From an optimization exercise on the open Yosys and OpenROAD flow, aimed at small area; shortcuts taken in it are not production practice.
At most, simulation tests tie the RTL to the original design; equivalence was not proved.
The clock port is modelled as an ideal driver, which makes a skipped or thinned clock tree look cheaper than it is; a real chip needs a root buffer or a tree.
Power figures rest on the tool's default switching activity, not on a simulated workload.

// TopModule
module TopModule(
    input wire clk,
    input wire reset,
    input wire entry_sensor,
    input wire exit_sensor,
    input wire [1:0] exit_location,  
    output reg door_status_light,    
    output reg lot_full_light,       
    output wire [3:0] parking_state,
    output wire [7:0] seg_out,
    output wire [4:0] anode,
    input wire echo,
    output trig
);
==> flow/config.mk <==
export PLATFORM = sky130hd
export DESIGN_NAME = TopModule
export DESIGN_NICKNAME = TopModule
export VERILOG_FILES = /design/flow/design.v
export SDC_FILE = /design/flow/constraint.sdc
export NUM_CORES = 4
export LEC_CHECK = 0
export CAP_MARGIN = 20
export CORE_MARGIN = 2
export CORE_UTILIZATION = 40
export SLEW_MARGIN = 20
==> flow/constraint.sdc <==
create_clock -name core_clock -period 10.0 [get_ports {clk}]
set_input_delay 2.0000 -clock core_clock [delete_from_list [all_inputs] [get_ports {clk}]]
set_output_delay 2.0000 -clock core_clock [all_outputs]
set_load 0.01 [all_outputs]
run.sh (not shown) runs the stock make flow with config.mk's settings and CLKGATE_MAP_FILE= SYNTH_SCRIPT=/design/flow/synth_recipe.tcl, a recipe that flattens the netlist after the stock synthesis.
Rerun with:
--- a/flow/config.mk
+++ b/flow/config.mk
@@ -7,5 +7,6 @@
 export LEC_CHECK = 0
+export ABC_AREA = 1
 export CAP_MARGIN = 20
 export CORE_MARGIN = 2
-export CORE_UTILIZATION = 40
+export CORE_UTILIZATION = 65
 export SLEW_MARGIN = 20
The changed run finished with timing, DRC and antenna clean.
Register-to-register slack gains 0.34 ns.
Critical path depth increases by 1.
Via count increases by 20%.
Maximum frequency increases by 4.0%.
Routed wire length increases by 7.2%.
Clock skew decreases by 0.0039 ns.

---

TopModule, a different RTL version from the one above (not shown whole).
For scale: roughly 260 cells after synthesis, roughly 110 flip-flops, roughly 0.0036 mm² of cells after synthesis.
==> flow/config.mk <==
export PLATFORM = sky130hd
export DESIGN_NAME = TopModule
export DESIGN_NICKNAME = TopModule
export VERILOG_FILES = /design/flow/design.v
export SDC_FILE = /design/flow/constraint.sdc
export NUM_CORES = 4
export LEC_CHECK = 0
export CAP_MARGIN = 0
export CORE_MARGIN = 2
export CORE_UTILIZATION = 40
export SLEW_MARGIN = 0
==> flow/constraint.sdc <==
create_clock -name core_clock -period 10.0 [get_ports {clk}]
set_input_delay 2.0000 -clock core_clock [delete_from_list [all_inputs] [get_ports {clk}]]
set_output_delay 2.0000 -clock core_clock [all_outputs]
set_load 0.01 [all_outputs]
standard.sh (not shown) runs the stock make flow with config.mk's settings and CLKGATE_MAP_FILE= SYNTH_SCRIPT=/design/flow/synth_recipe.tcl, a recipe that flattens the netlist after the stock synthesis.
==> flow/flow/run.sh <==
#!/bin/bash
set -euo pipefail
export BUFFER_PORTS_ARGS="-buffer_cell sky130_fd_sc_hd__buf_1"
export CTS_ARGS="-sink_clustering_enable -repair_clock_nets -dont_use_dummy_load"
export POST_CTS_TCL="$(pwd)/flow/clocktree.tcl"
export FLOW_CLK_GROUPS=3
export POST_FLOORPLAN_TCL="$(pwd)/flow/restructure.tcl"
bash standard.sh finish > standard_flow.log 2>&1
==> flow/flow/clocktree.tcl <==
# Replace the clock tree that clock tree synthesis built with a flatter one:
# the register clock pins are split by position into FLOW_CLK_GROUPS groups,
# each driven by one clkbuf_16 placed at the group's centre; the clock port
# feeds only these buffers. Every register keeps the same buffer depth (one),
# so no register's clock is delayed on purpose against the others.
set db [ord::get_db]
set block [[$db getChip] getBlock]
set k $::env(FLOW_CLK_GROUPS)
set clk [$block findNet clk]
set master [$db findMaster [expr {[info exists ::env(FLOW_CLK_CELL)] ? $::env(FLOW_CLK_CELL) : "sky130_fd_sc_hd__clkbuf_16"}]]
# the buffers and nets clock tree synthesis made
set cts_insts {}
foreach inst [$block getInsts] {
  if {[regexp {^clkbuf_[0-9]+_[0-9_]*(_f_)?clk$} [$inst getName]]} { lappend cts_insts $inst }
}
set nets [list $clk]
foreach n [$block getNets] { if {[string match clknet_* [$n getName]]} { lappend nets $n } }
set sinks {}
foreach n $nets {
  foreach it [$n getITerms] {
    set inst [$it getInst]
    if {[lsearch -exact $cts_insts $inst] >= 0} { continue }
    set loc [$inst getLocation]
    lappend sinks [list [lindex $loc 0] [lindex $loc 1] $it]
  }
}
puts "clocktree: removing [llength $cts_insts] clock tree buffers, [llength $sinks] sinks"
foreach inst $cts_insts {
  foreach it [$inst getITerms] { if {[$it getNet] ne "NULL"} { $it disconnect } }
  odb::dbInst_destroy $inst
}
foreach s $sinks { [lindex $s 2] disconnect }
foreach n $nets { if {$n ne $clk} { odb::dbNet_destroy $n } }
# recursive bisection of the sinks, alternately by x and by y, into k groups
proc my_bisect {items k axis} {
  if {$k <= 1} { return [list $items] }
  set sorted [lsort -integer -index $axis $items]
  set k1 [expr {$k / 2}]
  set cut [expr {[llength $sorted] * $k1 / $k}]
  set other [expr {1 - $axis}]
  return [concat [my_bisect [lrange $sorted 0 [expr {$cut - 1}]] $k1 $other] \
                 [my_bisect [lrange $sorted $cut end] [expr {$k - $k1}] $other]]
}
set g 0
foreach grp [my_bisect $sinks $k 0] {
  set sx 0; set sy 0
  foreach s $grp { incr sx [lindex $s 0]; incr sy [lindex $s 1] }
  set cx [expr {$sx / [llength $grp]}]; set cy [expr {$sy / [llength $grp]}]
  set bnet [odb::dbNet_create $block "clknet_grp$g"]
  $bnet setSigType CLOCK
  set buf [odb::dbInst_create $block $master "clkbuf_grp$g"]
  $buf setLocation $cx $cy
  $buf setPlacementStatus PLACED
  [$buf findITerm A] connect $clk
  [$buf findITerm X] connect $bnet
  foreach s $grp { [lindex $s 2] connect $bnet }
  puts "clocktree: group $g, [llength $grp] sinks, buffer at $cx $cy"
  incr g
}
detailed_placement
check_placement -verbose
estimate_parasitics -placement
report_clock_skew
report_check_types -max_slew -max_capacitance -violators
==> flow/flow/downsize.tcl <==
# Swap every logic cell the synthesis sized up for its smallest drive-strength
# variant (same function and pins); the placement's repair_design sizes up
# again wherever slew, capacitance or timing needs it. Taps, fills and clock
# buffers are left alone.
set db [ord::get_db]
set block [[$db getChip] getBlock]
set dont_use [split $::env(DONT_USE_CELLS)]
set swapped 0
set saved 0
foreach inst [$block getInsts] {
  set m [$inst getMaster]
  set name [$m getName]
  if {![regexp {^(sky130_fd_sc_hd__[a-z0-9]+)_([0-9]+)$} $name -> base drv]} { continue }
  if {[regexp {tap|fill|decap|clkbuf|clkinv|clkdly|diode|conb} $base]} { continue }
  set best ""
  set bestw [$m getWidth]
  foreach d {0 1 2 4} {
    set cname ${base}_$d
    if {$cname eq $name} { continue }
    set cand [$db findMaster $cname]
    if {$cand eq "NULL" || $cand eq ""} { continue }
    set bad 0
    foreach pat $dont_use { if {$pat ne "" && [string match $pat $cname]} { set bad 1 } }
    if {$bad} { continue }
    if {[$cand getWidth] < $bestw} { set best $cand; set bestw [$cand getWidth] }
  }
  if {$best ne ""} {
    puts "downsize: [$inst getName] $name -> [$best getName]"
    incr saved [expr {[$m getWidth] - $bestw}]
    $inst swapMaster $best
    incr swapped
  }
}
puts "downsize: swapped $swapped cells, [expr {$saved / 1000.0}] um of row width saved"

# A half adder whose SUM output drives nothing computes only COUT = A & B:
# replace it with an and2 (and one whose COUT drives nothing with an xor2).
proc my_net_unused {net} {
  if {$net eq "NULL" || $net eq ""} { return 1 }
  return [expr {[llength [$net getITerms]] <= 1 && [llength [$net getBTerms]] == 0}]
}
set and2 [$db findMaster sky130_fd_sc_hd__and2_1]
set xor2 [$db findMaster sky130_fd_sc_hd__xor2_1]
set nha 0
foreach inst [$block getInsts] {
  if {[[$inst getMaster] getName] ne "sky130_fd_sc_hd__ha_1"} { continue }
  set a [[$inst findITerm A] getNet]
  set b [[$inst findITerm B] getNet]
  set s [[$inst findITerm SUM] getNet]
  set c [[$inst findITerm COUT] getNet]
  if {[my_net_unused $s]} {
    set out $c; set m $and2
  } elseif {[my_net_unused $c]} {
    set out $s; set m $xor2
  } else { continue }
  set name [$inst getName]
  foreach t [$inst getITerms] { if {[$t getNet] ne "NULL"} { $t disconnect } }
  foreach n [list $s $c] { if {$n ne "NULL" && $n ne "" && $n ne $out && [llength [$n getITerms]] == 0 && [llength [$n getBTerms]] == 0} { odb::dbNet_destroy $n } }
  odb::dbInst_destroy $inst
  set new [odb::dbInst_create $block $m $name]
  [$new findITerm A] connect $a
  [$new findITerm B] connect $b
  [$new findITerm X] connect $out
  puts "downsize: half adder $name -> [$m getName]"
  incr nha
}
puts "downsize: replaced $nha half adders"

# Tie cells: constant nets that drive no port share one conb_1; the other
# tie cells feeding only such nets are removed.
proc my_tie_internal {t} {
  foreach it [$t getITerms] {
    set n [$it getNet]
    if {$n ne "NULL" && $n ne "" && [llength [$n getBTerms]] > 0} { return 0 }
  }
  return 1
}
set ties {}
foreach inst [$block getInsts] {
  if {[[$inst getMaster] getName] eq "sky130_fd_sc_hd__conb_1" && [my_tie_internal $inst]} { lappend ties $inst }
}
if {[llength $ties] > 1} {
  set keep [lindex $ties 0]
  foreach port {LO HI} {
    set kt [$keep findITerm $port]
    foreach t [lrange $ties 1 end] {
      set net [[$t findITerm $port] getNet]
      if {$net eq "NULL" || $net eq ""} { continue }
      set knet [$kt getNet]
      if {$knet eq "NULL" || $knet eq ""} {
        [$t findITerm $port] disconnect
        $kt connect $net
        continue
      }
      foreach it [$net getITerms] { if {[$it getInst] ne $t} { $it disconnect; $it connect $knet } }
      [$t findITerm $port] disconnect
      odb::dbNet_destroy $net
    }
  }
  foreach t [lrange $ties 1 end] {
    foreach it [$t getITerms] { if {[$it getNet] ne "NULL"} { $it disconnect } }
    odb::dbInst_destroy $t
  }
  puts "downsize: merged [llength $ties] internal tie cells into one"
}
Other scripts of this flow, unchanged in this note and not shown: flow/flow/libfilter.py, flow/flow/restructure.tcl
Rerun with:
==> flow/flow/run.sh (replaced) <==
#!/bin/bash
set -euo pipefail
export BUFFER_PORTS_ARGS="-buffer_cell sky130_fd_sc_hd__buf_1"
export CTS_ARGS="-sink_clustering_enable -repair_clock_nets -dont_use_dummy_load"
export POST_CTS_TCL="$(pwd)/flow/clocktree.tcl"
export FLOW_CLK_GROUPS=4
export POST_FLOORPLAN_TCL="$(pwd)/flow/restructure.tcl"
bash standard.sh finish > standard_flow.log 2>&1
--- a/flow/flow/clocktree.tcl
+++ b/flow/flow/clocktree.tcl
@@ -8,5 +8,5 @@
 set k $::env(FLOW_CLK_GROUPS)
 set clk [$block findNet clk]
-set master [$db findMaster [expr {[info exists ::env(FLOW_CLK_CELL)] ? $::env(FLOW_CLK_CELL) : "sky130_fd_sc_hd__clkbuf_16"}]]
+set master [$db findMaster sky130_fd_sc_hd__clkbuf_16]
 # the buffers and nets clock tree synthesis made
 set cts_insts {}
--- a/flow/flow/downsize.tcl
+++ b/flow/flow/downsize.tcl
@@ -66,40 +66,2 @@
 }
 puts "downsize: replaced $nha half adders"
-
-# Tie cells: constant nets that drive no port share one conb_1; the other
-# tie cells feeding only such nets are removed.
-proc my_tie_internal {t} {
-  foreach it [$t getITerms] {
-    set n [$it getNet]
-    if {$n ne "NULL" && $n ne "" && [llength [$n getBTerms]] > 0} { return 0 }
-  }
-  return 1
-}
-set ties {}
-foreach inst [$block getInsts] {
-  if {[[$inst getMaster] getName] eq "sky130_fd_sc_hd__conb_1" && [my_tie_internal $inst]} { lappend ties $inst }
-}
-if {[llength $ties] > 1} {
-  set keep [lindex $ties 0]
-  foreach port {LO HI} {
-    set kt [$keep findITerm $port]
-    foreach t [lrange $ties 1 end] {
-      set net [[$t findITerm $port] getNet]
-      if {$net eq "NULL" || $net eq ""} { continue }
-      set knet [$kt getNet]
-      if {$knet eq "NULL" || $knet eq ""} {
-        [$t findITerm $port] disconnect
-        $kt connect $net
-        continue
-      }
-      foreach it [$net getITerms] { if {[$it getInst] ne $t} { $it disconnect; $it connect $knet } }
-      [$t findITerm $port] disconnect
-      odb::dbNet_destroy $net
-    }
-  }
-  foreach t [lrange $ties 1 end] {
-    foreach it [$t getITerms] { if {[$it getNet] ne "NULL"} { $it disconnect } }
-    odb::dbInst_destroy $t
-  }
-  puts "downsize: merged [llength $ties] internal tie cells into one"
-}
After rerunning:
- final cell count rose by 0.50%
- design area rose by 0.77%
- routed wire length rose by 0.49%
- worst setup slack is about the same
- die area does not change
- power rose by 2.4%
- critical path depth stays the same
- first-iteration DRC count rose by 2.6%
In every run of this note, the design's own scripts or RTL, not TritonCTS, make the clock network.

---

TopModule, a different RTL version from the one above (not shown whole).
For scale: about 280 cells after synthesis, roughly 27 I/O pins, roughly 3700 um2 of cells after synthesis.
export LEC_CHECK = 0
export CAP_MARGIN = 20
export CORE_MARGIN = 2
export CORE_UTILIZATION = 40
export SLEW_MARGIN = 20
create_clock -name core_clock -period 10.0 [get_ports {clk}]
run.sh (not shown) runs the stock make flow with config.mk's settings and CLKGATE_MAP_FILE= SYNTH_SCRIPT=/design/flow/synth_recipe.tcl, a recipe that flattens the netlist after the stock synthesis.
Stock flow here: none of the scripts above is used.
Edit:
==> flow/flow/run.sh (new file) <==
#!/bin/bash
set -euo pipefail
export BUFFER_PORTS_ARGS="-buffer_cell sky130_fd_sc_hd__buf_1"
export CTS_ARGS="-sink_clustering_enable -repair_clock_nets -dont_use_dummy_load -buf_list \"sky130_fd_sc_hd__clkbuf_8 sky130_fd_sc_hd__clkbuf_16\" -sink_clustering_size 30 -sink_clustering_max_diameter 100"
bash standard.sh finish > standard_flow.log 2>&1
==> flow/standard.sh (new file) <==
#!/bin/bash
# synth_recipe.tcl (not shown) runs the flow's synth.tcl, then flattens the netlist and writes it again
# the make line also repeats each setting of config.mk as NAME=value (left out here)
make -C /OpenROAD-flow-scripts/flow DESIGN_CONFIG=/design/flow/config.mk WORK_HOME=/design/flow/orfs CLKGATE_MAP_FILE= SYNTH_SCRIPT=/design/flow/synth_recipe.tcl "${@:-finish}"
removed: flow/run.sh
The changed run finished with timing, DRC and antenna clean. Routed wire length goes down by 4.9%. Non-clock buffer count goes down by 1. Core utilization falls by 2.8 points.
Edit:
==> flow/flow/run.sh (replaced) <==
#!/bin/bash
set -euo pipefail
export BUFFER_PORTS_ARGS="-buffer_cell sky130_fd_sc_hd__buf_1"
export CTS_ARGS="-sink_clustering_enable -repair_clock_nets -dont_use_dummy_load -buf_list sky130_fd_sc_hd__clkbuf_16 -sink_clustering_size 60 -sink_clustering_max_diameter 200"
bash standard.sh finish > standard_flow.log 2>&1
Result:
- The changed run produced a clean layout
- clock-buffer cell count does not change
- clock power rose by 44%
- maximum frequency went up by 1.0%
- clock skew went down by 0.012 ns
- global-route usage is unchanged
Edit:
==> flow/flow/run.sh (replaced) <==
#!/bin/bash
set -euo pipefail
export BUFFER_PORTS_ARGS="-buffer_cell sky130_fd_sc_hd__buf_1"
export CTS_ARGS="-sink_clustering_enable -repair_clock_nets -dont_use_dummy_load"
bash standard.sh finish > standard_flow.log 2>&1
Result: The new run produced a clean layout; register-to-register slack barely changes; cell count does not change; clock power drops by a quarter to a third; die area is unchanged; wire length rises slightly; worst setup slack is worse by 0.044 ns; worst hold slack degrades by 0.0055 ns; clock skew goes up by 0.012 ns; design area fell by a few percent; sequential power stays flat.
Function was not checked in any run of this note: the RTL went through the layout flow alone.

---

The RTL this note starts from:
==> flow/design.v <==
`timescale 1ns / 1ps
module ClockDivider(
    input clk,
    input reset,
    output reg [3:0] b,
    output wire rise_2Hz,
    output wire rise_4Hz,
    output wire rise_500Hz
);
    reg [12:0] f;
    reg [13:0] h;
    reg [5:0] q;
    wire f_end = ((f ^ 13'b1000011001111) & 13'b0101111111101) == 0;
    wire h_end = ((h ^ 14'b10010001000110) & 14'b01101111111111) == 0;
    wire q_end = ((q ^ 6'b110100) & 6'b010111) == 0;
    assign rise_4Hz   = f_end & ~b[0];
    assign rise_2Hz   = h_end & ~b[0];
    assign rise_500Hz = q_end & ~b[0];
    always @(posedge clk or posedge reset) begin
        if (reset) begin
            b <= 4'd0;
            f <= 13'b0000110011110;
            h <= 14'b00100010001100;
            q <= 6'b101000;
        end else begin
            b <= b + 4'd1;
            f <= {f[11:0], ~(f[12] ^ f[0]) ^ f_end};
            h <= {h[12:0], h[13] ^ h[12] ^ h_end};
            q <= {q[4:0], q[5] ^ q[0] ^ q_end};
        end
    end
endmodule
`timescale 1ns / 1ps
module Debouncer(
    input clk,
    input reset,
    input button,
    output wire debounce
);
    reg button_sync;
    reg button_sync_prev;
    reg [12:0] c;
    wire waiting = ~|c[11:0];
    assign debounce = waiting & c[12];
    wire fb = waiting ? (button_sync & ~button_sync_prev) : (c[12] ^ c[2]);
    always @(posedge clk or posedge reset) begin
        if (reset) begin
            button_sync <= 1'b0;
            c <= 13'd0;
        end else begin
            button_sync <= button;
            c <= {c[11:0], fb};
        end
    end
    always @(posedge clk)
        button_sync_prev <= button_sync;
endmodule
`timescale 1ns / 1ps
module refresher250ms (
    input clk,
    input rst,
    input [3:0] b,
    output wire measure,
    output wire trig_done
);
    reg [9:0] r;
    wire r_end = ((r ^ 10'b0000011010) & 10'b0111110111) == 0;
    assign measure   = r_end & (&b);
    assign trig_done = (({b, r} ^ 14'b10001000101110) & 14'b00000000111100) == 0;
    always @(posedge clk or posedge rst) begin
        if (rst)
            r <= 10'b0000110100;
        else
            r <= {r[8:0], ~(r[9] ^ r[2]) ^ r_end};
    end
endmodule
module UltraSonicSensor (
    input clk,
    input rst,
    input measure,
    input trig_done,
    input echo,
    output wire trig,
    output reg exit_car
);
    localparam IDLE = 2'b00, TRIGGER = 2'b01, WAIT = 2'b11, COUNTECHO = 2'b10;
    reg [1:0] state;
    reg below;
    reg [21:0] ecount;
    wire inIDLE = (state == IDLE);
    wire inCOUNT = (state == COUNTECHO);
    assign trig = (state == TRIGGER);
    wire zero21 = ~|ecount[20:0];
    wire wrap = ecount[21] & zero21;               
    wire at695 = ((ecount ^ 22'b1111111111000000000011) & 22'b0001001001100000000001) == 0;   
    always @(posedge clk or posedge rst) begin
        if (rst) begin
            state <= IDLE;
            exit_car <= 1'b0;
            below <= 1'b1;
        end else begin
            case (state)
                IDLE:      state <= measure ? TRIGGER : IDLE;
                TRIGGER:   state <= trig_done ? WAIT : TRIGGER;
                WAIT:      state <= echo ? COUNTECHO : WAIT;
                COUNTECHO: state <= echo ? COUNTECHO : IDLE;
            endcase
            if (inIDLE)
                exit_car <= below;
            if (inCOUNT)
                below <= (below & ~at695) | wrap;
            else if (state == WAIT)
                below <= 1'b1;
        end
    end
    always @(posedge clk)
        ecount <= {ecount[20:0], inCOUNT & (ecount[21] ^ ecount[20] ^ zero21)};
endmodule
`timescale 1ns / 1ps
module ParkingFSM (
    input wire clk,
    input wire reset,
    input wire entry_sensor,
    input wire exit_sensor,
    input wire [1:0] exit_location,
    output reg door_open,
    output reg full_light,
    output reg [3:0] current_state
);
    wire [3:0] loc_bit = 4'b0001 << exit_location;
    wire full = &current_state;
    wire leave = exit_sensor & |(current_state & loc_bit);
    wire [3:0] free = ~current_state;
    wire [3:0] take = free & ~{free[2:0], 1'b0} & ~{free[1:0], 2'b0} & ~{free[0], 3'b0};
    always @(posedge clk or posedge reset) begin
        if (reset) begin
            current_state <= 4'b0000;
            door_open <= 1'b0;
            full_light <= 1'b0;
        end else begin
            if (exit_sensor)
                current_state <= current_state & ~loc_bit;
            else if (entry_sensor)
                current_state <= current_state | take;
            door_open <= leave | (entry_sensor & ~full);
            full_light <= ~leave & entry_sensor & full;
        end
    end
endmodule
module SevenSegmentDisplay (
    input clk, input reset, input tick, input [3:0] slots,
    output wire [7:0] seg_out, output wire [4:0] anode);
    reg [1:0] mux_index;
    always @(posedge clk or posedge reset)
        if (reset) mux_index <= 2'b00;
        else if (tick) mux_index <= {mux_index[0], ~mux_index[1]};
    wire n00, n01, n02, n03, n04, n05, n06, n07, n08, n09, n10, n11, n12, n13, n14, n15, n16, n17, n18, n19, n20, n21, n22, n23, n24, n25, n26, n27, n28;
    assign anode[0] = ~(mux_index[0] | mux_index[1]);
    assign n00 = ~mux_index[0];
    assign n01 = ~mux_index[1];
    assign anode[2] = ~(n00 | n01);
    assign anode[1] = ~(mux_index[1] | n00);
    assign anode[3] = ~(mux_index[0] | n01);
    assign n02 = ~(slots[1] | slots[0]);
    assign n03 = ~slots[1];
    assign n04 = ~slots[0];
    assign n05 = ~(n03 | n04);
    assign n06 = ~(n02 | n05);
    assign n07 = ~(slots[2] | slots[3]);
    assign n08 = ~slots[2];
    assign n09 = ~slots[3];
    assign n10 = ~(n08 | n09);
    assign n11 = ~(n07 | n10);
    assign n12 = n06 ^ n11;
    assign n13 = ~(n12 & anode[2]);
    assign n14 = ~((slots[2] | n03) & slots[0] & anode[0]);
    assign n15 = ~n05;
    assign n16 = ~n10;
    assign n17 = ~(n15 | n16);
    assign n18 = ~(n17 & anode[1]);
    assign n19 = ~(n13 & n14 & n18);
    assign n20 = ~n19;
    assign n21 = ~(n02 & n07);
    assign n22 = ~(n21 & anode[2]);
    assign n23 = ~((n02 | n16) & (n15 | n07));
    assign n24 = ~(n16 & anode[0] & n05);
    assign n25 = (n22 | n23) & n24;
    assign n26 = ~(n20 & n25);
    assign seg_out[5] = ~n26;
    assign seg_out[1] = ~(n17 & n01);
    assign n27 = ~(anode[2] & n02 & n07);
    assign seg_out[6] = ~(n25 & seg_out[1] & n27);
    assign n28 = ~(seg_out[1] & n27);
    assign seg_out[2] = ~((n20 | n28) & n26);
    assign seg_out[4] = ~(n28 | n19);
    assign seg_out[0] = ~((n28 | n19) & n25);
    assign anode[4] = 1'h0;
    assign { seg_out[7], seg_out[3] } = { 1'h0, seg_out[0] };
endmodule
`timescale 1ns / 1ps
module TopModule(
    input wire clk,
    input wire reset,
    input wire entry_sensor,
    input wire exit_sensor,
    input wire [1:0] exit_location,  
    output reg door_status_light,    
    output reg lot_full_light,       
    output wire [3:0] parking_state,
    output wire [7:0] seg_out,
    output wire [4:0] anode,
    input wire echo,
    output trig
);
    wire rise_2Hz, rise_4Hz, rise_500Hz;
    wire measure, trig_done;
    wire entry_pulse;
    wire exit_car;
    wire door_open, full_light;
    wire [3:0] n16;
    ClockDivider clock_divider (
        .clk(clk), .reset(reset), .b(n16),
        .rise_2Hz(rise_2Hz), .rise_4Hz(rise_4Hz), .rise_500Hz(rise_500Hz)
    );
    Debouncer entry_debouncer (
        .clk(clk), .reset(reset), .button(~entry_sensor), .debounce(entry_pulse)
    );
    refresher250ms refresher_inst (
        .clk(clk), .rst(reset), .b(n16), .measure(measure), .trig_done(trig_done)
    );
    UltraSonicSensor sensor (
        .clk(clk), .rst(reset), .measure(measure), .trig_done(trig_done),
        .echo(echo), .trig(trig), .exit_car(exit_car)
    );
    ParkingFSM parking_fsm (
        .clk(clk), .reset(reset),
        .entry_sensor(entry_pulse), .exit_sensor(exit_car), .exit_location(exit_location),
        .door_open(door_open), .full_light(full_light), .current_state(parking_state)
    );
    reg [4:0] door_step;
    wire door_end = ~|(door_step & 5'b10110);
    always @(posedge clk or posedge reset) begin
        if (reset) begin
            door_status_light <= 1'b0;
            door_step <= 5'b00000;
        end else if (door_open) begin
            door_status_light <= 1'b1;
            door_step <= 5'b00010;
        end else if (rise_4Hz && (door_status_light || !door_end)) begin
            door_status_light <= ~door_status_light;
            if (!door_status_light)
                door_step <= {door_step[3:0], ~(door_step[4] ^ door_step[0])};
        end
    end
    reg [1:0] full_step;
    always @(posedge clk or posedge reset) begin
        if (reset) begin
            lot_full_light <= 1'b0;
            full_step <= 2'b00;
        end else if (full_light) begin
            lot_full_light <= 1'b1;
            full_step <= 2'b11;
        end else if (rise_2Hz && (lot_full_light || full_step[1])) begin
            lot_full_light <= ~lot_full_light;
            if (!lot_full_light)
                full_step <= {full_step[0], 1'b0};
        end
    end
    SevenSegmentDisplay seven_segment_display (
        .clk(clk), .reset(reset), .tick(rise_500Hz), .slots(parking_state),
        .seg_out(seg_out), .anode(anode)
    );
endmodule
export LEC_CHECK = 0
export CAP_MARGIN = 20
export CORE_MARGIN = 2
export CORE_UTILIZATION = 40
export SLEW_MARGIN = 20
create_clock -name core_clock -period 10.0 [get_ports {clk}]
standard.sh (not shown) runs the stock make flow with config.mk's settings and CLKGATE_MAP_FILE= SYNTH_SCRIPT=/design/flow/synth_recipe.tcl, a recipe that flattens the netlist after the stock synthesis.
==> flow/flow/run.sh <==
#!/bin/bash
set -euo pipefail
export BUFFER_PORTS_ARGS="-buffer_cell sky130_fd_sc_hd__buf_1"
export CTS_ARGS="-sink_clustering_enable -repair_clock_nets -dont_use_dummy_load"
export POST_FLOORPLAN_TCL="$(pwd)/flow/downsize.tcl"
bash standard.sh finish > standard_flow.log 2>&1
==> flow/flow/downsize.tcl <==
# Swap every logic cell the synthesis sized up for its smallest drive-strength
# variant (same function and pins); the placement's repair_design sizes up
# again wherever slew, capacitance or timing needs it. Taps, fills and clock
# buffers are left alone.
set db [ord::get_db]
set block [[$db getChip] getBlock]
set dont_use [split $::env(DONT_USE_CELLS)]
set swapped 0
set saved 0
foreach inst [$block getInsts] {
  set m [$inst getMaster]
  set name [$m getName]
  if {![regexp {^(sky130_fd_sc_hd__[a-z0-9]+)_([0-9]+)$} $name -> base drv]} { continue }
  if {[regexp {tap|fill|decap|clkbuf|clkinv|clkdly|diode|conb} $base]} { continue }
  set best ""
  set bestw [$m getWidth]
  foreach d {0 1 2 4} {
    set cname ${base}_$d
    if {$cname eq $name} { continue }
    set cand [$db findMaster $cname]
    if {$cand eq "NULL" || $cand eq ""} { continue }
    set bad 0
    foreach pat $dont_use { if {$pat ne "" && [string match $pat $cname]} { set bad 1 } }
    if {$bad} { continue }
    if {[$cand getWidth] < $bestw} { set best $cand; set bestw [$cand getWidth] }
  }
  if {$best ne ""} {
    puts "downsize: [$inst getName] $name -> [$best getName]"
    incr saved [expr {[$m getWidth] - $bestw}]
    $inst swapMaster $best
    incr swapped
  }
}
puts "downsize: swapped $swapped cells, [expr {$saved / 1000.0}] um of row width saved"
Edit:
CAP_MARGIN = 0   (was 20)
SLEW_MARGIN = 0   (was 20)
What happened:
- critical path depth is unchanged
- total power barely changes
- routed wire length goes down by 0.43%
- utilization goes down by 0.32 points
- global-route usage does not change
- sequential share of layout area goes up by 0.46 points

==> re-timing with driven ports <==
Ports are ideal in the flow. The routed layouts listed here were re-timed in OpenROAD.
Step 1 sets driving cells, clkbuf_16 on the clock port and buf_2 on the other inputs (assumed; they add their load-dependent delay and slew).
Step 2 adds t to the input delays and takes it off the output delays; t is the mean of the earliest and latest rising clock arrival at the registers after step 1. Input paths then give back, and output paths get back, about the clock's delay inside the block.
Three values: ideal, step 1, step 2; two values: the first two.
run	t, ns	slack for setup (ns)	hold slack, ns	worst setup path at the end	worst register clock-pin slew, ns
the first run of note 1	0.393	4.899 / 4.867 / 5.259	0.350 / 0.350 / 0.350	register to output	0.11 / 0.11
the second run of note 1	0.391	5.094 / 5.062 / 5.453	0.349 / 0.349 / 0.349	register to output	0.10 / 0.10
the first run of note 2	0.229	5.543 / 5.486 / 5.714	0.352 / 0.352 / 0.352	register to output	0.12 / 0.12
the second run of note 2	0.222	5.542 / 5.472 / 5.694	0.345 / 0.345 / 0.345	register to output	0.09 / 0.09
the first run of note 3	0.382	5.347 / 5.318 / 5.699	0.352 / 0.352 / 0.352	register to output	0.10 / 0.10
the second run of note 3	0.373	5.666 / 5.637 / 6.010	0.332 / 0.332 / 0.332	register to output	0.10 / 0.10
the third run of note 3	0.355	5.710 / 5.676 / 6.031	0.338 / 0.338 / 0.338	register to output	0.07 / 0.07
the fourth run of note 3	0.373	5.666 / 5.637 / 6.010	0.332 / 0.332 / 0.332	register to output	0.10 / 0.10
the first run of note 4	0.373	5.902 / 5.874 / 6.247	0.341 / 0.341 / 0.341	register to output	0.10 / 0.10
the second run of note 4	0.373	5.901 / 5.873 / 6.246	0.341 / 0.341 / 0.341	register to output	0.10 / 0.10
After both steps every run listed still meets setup and hold.
